Source: an optimization exercise on an open RTL-to-GDS flow (aim: small area and a short achievable clock period). Production flows keep margins and buffers that such runs may drop.
At most, simulation tests tie the RTL to the original design; equivalence was not proved.
Power and IR drop assume default switching activity.

Setup of before:
Design RF_ALU, start of the top module:
module RF_ALU (input clk,
               input RegSet,
               input RegWrite,
               input [3:0] ALU_control,
               input [31:0] instr,
               input [31:0] Writedata,
               output reg [31:0] rd1,
               output reg [31:0] rd2,
               output [31:0] ALU_result,
               output reg Zero);
Size: about 170 I/O pins, roughly 54000 µm² of cells after synthesis.
Settings: LEC_CHECK=0, CAP_MARGIN=20, CORE_MARGIN=2, CORE_UTILIZATION=40, SETUP_SLACK_MARGIN=4.6, SLEW_MARGIN=20, SYNTH_HIERARCHICAL=1; clock period 9.0 ns.
run.sh (not shown) runs the stock make flow with config.mk's settings and CLKGATE_MAP_FILE= SYNTH_SCRIPT=/design/flow/synth_recipe.tcl, a recipe that flattens the netlist after the stock synthesis.
### before -> after
Settings: changing SETUP_SLACK_MARGIN from 4.6 to 4.0.
[summary]
Compared with before, after instantiates a smaller number of standard cells. after: final period demand of the worst path higher than before. Non-clock buffer count for after: 17% down relative to before.
No functional check of the RTL was part of any run of this note.

* * *

## the previous run
Another version of the RTL of RF_ALU (not shown whole).
Size in the first run: roughly 170 I/O pins.
Settings: LEC_CHECK=0, CAP_MARGIN=20, CORE_MARGIN=2, CORE_UTILIZATION=40, SLEW_MARGIN=20, SYNTH_HIERARCHICAL=1; clock period 9.0 ns.
standard.sh (not shown) runs the stock make flow with config.mk's settings and CLKGATE_MAP_FILE= SYNTH_SCRIPT=/design/flow/synth_recipe.tcl, a recipe that flattens the netlist after the stock synthesis.
==> flow/flow/run.sh <==
#!/bin/bash
set -euo pipefail
export SETUP_SLACK_MARGIN=6
# let timing repair change a cell's footprint (drive strength) in every step
sed 's|"\${@:-finish}"|MATCH_CELL_FOOTPRINT=0 "${@:-finish}"|' standard.sh > standard_own.sh
grep -q 'MATCH_CELL_FOOTPRINT=0' standard_own.sh
bash standard_own.sh > standard_flow.log 2>&1
The previous run completed; timing, DRC and antenna clean
### the previous run -> the current run
- putting SETUP_SLACK_MARGIN at 5 where nothing was set
==> flow/run.sh (new file) <==
#!/bin/bash
# synth_recipe.tcl (not shown) runs the flow's synth.tcl, then flattens the netlist and writes it again
# the make line also repeats each setting of config.mk as NAME=value (left out here)
make -C /OpenROAD-flow-scripts/flow DESIGN_CONFIG=/design/flow/config.mk WORK_HOME=/design/flow/orfs CLKGATE_MAP_FILE= SYNTH_SCRIPT=/design/flow/synth_recipe.tcl finish
removed: flow/flow/run.sh
removed: flow/standard.sh
Results
Actual slew at the worst max-slew pin: the current run vs the previous run down 0.14 ns. The current run ends up with a area growth from synthesis to final layout that is 18 points lower than in the previous run. The current run and the previous run ended up with roughly the same clock-pin slew reported for the worst setup and hold paths after clock tree synthesis.
No run of this note included a check of the RTL's function; only the layout flow was run.

* * *

RF_ALU, a different RTL version from the one above (not shown whole).
Size: roughly 4600 cells after synthesis, about 1200 flip-flops, ~170 I/O pins, about 48000 µm² of cells after synthesis.
Settings: LEC_CHECK=0, CAP_MARGIN=20, CORE_MARGIN=2, CORE_UTILIZATION=40, CTS_BUF_LIST=sky130_fd_sc_hd__clkbuf_8, CTS_CLUSTER_SIZE=20, SETUP_SLACK_MARGIN=5, SLEW_MARGIN=20, SYNTH_HIERARCHICAL=1; clock period 9.0 ns.
run.sh (not shown) runs the stock make flow with config.mk's settings and CLKGATE_MAP_FILE= SYNTH_SCRIPT=/design/flow/synth_recipe.tcl, a recipe that flattens the netlist after the stock synthesis.
Stock flow here: none of the scripts above is used.
The first run passed the timing, design-rule and antenna checks.
Change:
- CORE_UTILIZATION: 40 -> 60
- CTS_BUF_LIST: sky130_fd_sc_hd__clkbuf_8 -> not set
- CTS_CLUSTER_SIZE: 20 -> not set
Effect:
- utilization came out higher by 25 points
- total power climbs by a few percent
- setup slack gains 47 ps
- maximum frequency grows slightly
- die area drops by a quarter to a third
- sequential power hardly moves
- cell area barely changes
- wire length shrinks by a few percent
- worst hold slack barely changes
Change:
- CORE_UTILIZATION: 60 -> 40
- CTS_CLUSTER_DIAMETER: not set -> 80
- CTS_CLUSTER_SIZE: not set -> 24
- SETUP_SLACK_MARGIN: 5 -> 4.8
=> The changed run produced a clean layout; combinational power shrinks by about 1%; clock skew grows by 8.7 ps; worst hold slack improves by 9.9 ps; total power shrinks by 14%; setup slack degrades by 97 ps; fmax shrinks by 2.3%.
Change:
- SETUP_SLACK_MARGIN: 4.8 -> 5
- TNS_END_PERCENT: not set -> 10
Outcome: Total power goes up by a few percent; critical path depth is unchanged; core utilization goes up by 1.7 points; cell area goes up by a few percent; hold slack is worse by 4.0 ps; non-clock buffer count goes up by 76.
Change:
- CTS_CLUSTER_DIAMETER: 80 -> not set
- CTS_CLUSTER_SIZE: 24 -> not set
- TNS_END_PERCENT: 10 -> not set
=>
- The changed run passed the timing, design-rule and antenna checks
- cell count climbs slightly
- worst setup slack gains 190 ps
- first-iteration DRC count went up by a few percent
- power rises by roughly a tenth
- wire length falls by a few percent
- final area goes up by a few percent
- die area stays the same
Change:
- CTS_CLUSTER_DIAMETER: not set -> 100
- CTS_CLUSTER_SIZE: not set -> 30
What happened: Routed wire length falls by 0.50%. Design area falls by 4.2%. Clock skew rises by 17 ps. Critical path depth falls by 2. Area after synthesis is unchanged. Final cell count falls by 2.3%. Worst setup slack hardly moves.

* * *

== the reference run ==
RF_ALU, a different RTL version from the one above (not shown whole).
Size in the first run: about 4,600 cells after synthesis, ~170 I/O pins, ~49,000 um^2 of cells after synthesis.
## RF_ALU
module RF_ALU (input clk,
               input RegSet,
               input RegWrite,
               input [3:0] ALU_control,
               input [31:0] instr,
               input [31:0] Writedata,
               output reg [31:0] rd1,
               output reg [31:0] rd2,
               output [31:0] ALU_result,
               output Zero);
make LEC_CHECK=0 CAP_MARGIN=20 CORE_MARGIN=2 CORE_UTILIZATION=55 CTS_CLUSTER_DIAMETER=80 CTS_CLUSTER_SIZE=24 SETUP_SLACK_MARGIN=5 SLEW_MARGIN=20 SYNTH_HIERARCHICAL=1 finish   # period 9.0 ns
Here is what was changed in the inputs of the trial run compared with the reference run.
- CORE_UTILIZATION: 55 -> 40
--- outcome ---
The trial run: all stages complete, timing, DRC and antenna checks passed. Relative to the reference run, portion of the layout cell area used by clock cells has increased by 0.29 points in the trial run. The global-route usage reported for the trial run is smaller than that of the reference run by 12 points. Register share of total power delta for the trial run relative to the reference run: 0.9 points lower. Between the reference run and the trial run, the combinational power does not differ in any meaningful way. In the metrics for the reference run and the trial run, the one carrying the lower number of stages on the worst setup path is the trial run. The reference run → the trial run: share of total power consumed by net switching roughly the same, source-to-sink clock delay at the later pin of the worst-skew pair neither gained nor lost much.

* * *

## v6
RF_ALU, a different RTL version from the one above (not shown whole).
Size: roughly 4600 cells after synthesis, roughly 170 I/O pins.
make LEC_CHECK=0 CAP_MARGIN=20 CORE_MARGIN=2 CORE_UTILIZATION=40 CTS_CLUSTER_DIAMETER=90 CTS_CLUSTER_SIZE=28 SETUP_SLACK_MARGIN=5 SLEW_MARGIN=20 SYNTH_HIERARCHICAL=1 finish   # period 9.0 ns
diff inputs: v6 => v7
Settings: changing CTS_CLUSTER_DIAMETER from 90 to 80; changing CTS_CLUSTER_SIZE from 28 to 24.
==> run notes <==
Any difference in total leakage power between v7 and v6 is small enough to ignore.
Looking at v6 and v7, the via count is a wash.
Hold slack of v6 is on par with v7.
Clock network fraction of total power: v7 higher than v6
Post-detailed-routing wire length (higher): v6
Diff v6..v7 | area overhead of the layout relative to synthesis | negligible
Against v6, number of CTS-inserted buffers in v7 rose by more than 10%.
| met3 routing resource usage after global routing | v7 vs v6 | 0.54 points lower |
v7 -> v6: cell area after layout flat
Sequential cell fraction of total power was higher in the run labelled v6.
When the final numbers for v6 and v7 were put side by side, the length in cells of the worst reg-to-reg path turned out to be smaller in v6.

* * *

Starting RTL as in the previous note.
make LEC_CHECK=0 CAP_MARGIN=20 CORE_MARGIN=2 CORE_UTILIZATION=40 CTS_CLUSTER_DIAMETER=70 CTS_CLUSTER_SIZE=20 SETUP_SLACK_MARGIN=5 SLEW_MARGIN=20 SYNTH_HIERARCHICAL=1 finish   # period 9.0 ns
Rerun with:
==> flow/flow/run.sh (new file) <==
#!/bin/bash
# Own layout flow: the standard flow (standard.sh, standard synthesis
# unchanged) with two changes to how the layout is made:
#  - port buffers are sky130_fd_sc_hd__buf_2 (timing repair resizes them),
#  - timing repair may change a cell's footprint in every step.
set -euo pipefail
export SETUP_SLACK_MARGIN=5
export BUFFER_PORTS_ARGS="-buffer_cell sky130_fd_sc_hd__buf_2"
sed 's|"\${@:-finish}"|MATCH_CELL_FOOTPRINT=0 "${@:-finish}"|' standard.sh > standard_own.sh
grep -q 'MATCH_CELL_FOOTPRINT=0' standard_own.sh
bash standard_own.sh > standard_flow.log 2>&1
==> flow/standard.sh (new file) <==
#!/bin/bash
# synth_recipe.tcl (not shown) runs the flow's synth.tcl, then flattens the netlist and writes it again
# the make line also repeats each setting of config.mk as NAME=value (left out here)
make -C /OpenROAD-flow-scripts/flow DESIGN_CONFIG=/design/flow/config.mk WORK_HOME=/design/flow/orfs CLKGATE_MAP_FILE= SYNTH_SCRIPT=/design/flow/synth_recipe.tcl "${@:-finish}"
Settings changed: CTS_CLUSTER_DIAMETER 70 to 80, CTS_CLUSTER_SIZE 20 to 24, SETUP_SLACK_MARGIN 5 to not set.
removed: flow/run.sh
Global-route usage drops by 0.22 points.
Clock-buffer cell count shrinks by 26.
Wire length is lower by 0.69%.
Setup slack gains 0.0088 ns.
Design area drops by 3.4%.
Critical path depth is unchanged.

* * *

Setup of main:
RTL: one of the versions met above, not the one the previous note started from.
Size in the first run: ~4,600 cells after synthesis, roughly 1,200 flip-flops, roughly 170 I/O pins.
clock: 9.0 ns
lec_check: 0
cap_margin: 20
core_margin: 2
core_utilization: 40
cts_cluster_diameter: 80
cts_cluster_size: 24
slew_margin: 20
synth_hierarchical: 1
standard.sh (not shown) runs the stock make flow with config.mk's settings and CLKGATE_MAP_FILE= SYNTH_SCRIPT=/design/flow/synth_recipe.tcl, a recipe that flattens the netlist after the stock synthesis.
==> flow/flow/run.sh <==
#!/bin/bash
set -euo pipefail
export SETUP_SLACK_MARGIN=5
# let timing repair change a cell's footprint (drive strength) in every step
sed 's|"\${@:-finish}"|MATCH_CELL_FOOTPRINT=0 "${@:-finish}"|' standard.sh > standard_own.sh
grep -q 'MATCH_CELL_FOOTPRINT=0' standard_own.sh
bash standard_own.sh > standard_flow.log 2>&1
main closes out successfully: all stages finished, all timing, DRC and antenna checks passed.
## Diff of input files: the feature branch against main
==> flow/flow/run.sh <==
#!/bin/bash
# Own layout flow: the standard flow (standard.sh, standard synthesis
# unchanged) with two changes to how the layout is made:
#  - port buffers are sky130_fd_sc_hd__buf_2 (timing repair resizes them),
#  - timing repair may change a cell's footprint in every step.
set -euo pipefail
export SETUP_SLACK_MARGIN=5
export BUFFER_PORTS_ARGS="-buffer_cell sky130_fd_sc_hd__buf_2"
sed 's|"\${@:-finish}"|MATCH_CELL_FOOTPRINT=0 "${@:-finish}"|' standard.sh > standard_own.sh
grep -q 'MATCH_CELL_FOOTPRINT=0' standard_own.sh
bash standard_own.sh > standard_flow.log 2>&1
==> run notes <==
Lower area growth from synthesis to layout was reported by the feature branch, not main. Status: power parity (main, the feature branch). On leakage power summed over all cells, the feature branch and main are neck and neck.

-- afterwards: timing with drivers on the ports --
No port has a modelled driver above. Below, the same layouts with a new extraction and two added sets of constraints.
Step 1 (the two cells are an assumption about what drives the block):
set clk [get_ports {clk}]
set_driving_cell -lib_cell sky130_fd_sc_hd__clkbuf_16 $clk
set_driving_cell -lib_cell sky130_fd_sc_hd__buf_2 [delete_from_list [all_inputs] $clk]
Step 2 moves the port delays by t, midway between the first and last clock arrival at a register: inputs arrive t later, outputs are due t later. That takes back most of the time a late clock gives input paths.
Slacks: ideal / step 1 / step 2; pairs: ideal / step 1.
| run | shift t [ns] | setup slack, ns | worst register clock-pin slew, ns |
|---|---|---|---|
| before | 0.847 | 4.520 / 4.429 / 3.582 | 0.06 / 0.06 |
| after | 0.851 | 4.000 / 3.911 / 3.059 | 0.06 / 0.06 |
| the previous run | 0.855 | 4.628 / 4.553 / 4.131 | 0.07 / 0.07 |
| the current run | 0.839 | 4.914 / 4.841 / 4.023 | 0.06 / 0.06 |
| the first run of note 3 | 1.005 | 4.798 / 4.723 / 3.890 | 0.08 / 0.08 |
| the second run of note 3 | 0.786 | 4.845 / 4.799 / 4.013 | 0.07 / 0.07 |
| the third run of note 3 | 0.786 | 4.748 / 4.667 / 3.881 | 0.11 / 0.11 |
| the fourth run of note 3 | 0.754 | 4.725 / 4.710 / 3.956 | 0.11 / 0.11 |
| the fifth run of note 3 | 0.795 | 4.916 / 4.820 / 4.025 | 0.07 / 0.07 |
| the sixth run of note 3 | 0.764 | 4.914 / 4.819 / 4.055 | 0.12 / 0.12 |
| the reference run | 0.764 | 4.839 / 4.782 / 4.128 | 0.11 / 0.11 |
| the trial run | 0.786 | 4.946 / 4.874 / 4.204 | 0.11 / 0.11 |
| v6 | 0.794 | 4.968 / 4.896 / 4.231 | 0.12 / 0.12 |
| v7 | 0.784 | 4.944 / 4.872 / 4.245 | 0.11 / 0.11 |
| the first run of note 6 | 0.784 | 4.911 / 4.846 / 4.158 | 0.09 / 0.09 |
| the second run of note 6 | 0.796 | 4.920 / 4.847 / 4.050 | 0.11 / 0.11 |
| main | 0.788 | 4.906 / 4.790 / 4.001 | 0.11 / 0.11 |
| the feature branch | 0.798 | 4.914 / 4.856 / 4.058 | 0.10 / 0.10 |
After both steps every run listed still meets setup and hold. The setup slack of after, which loses most, moves by -0.089 ns with the drivers and by -0.941 ns with both steps.
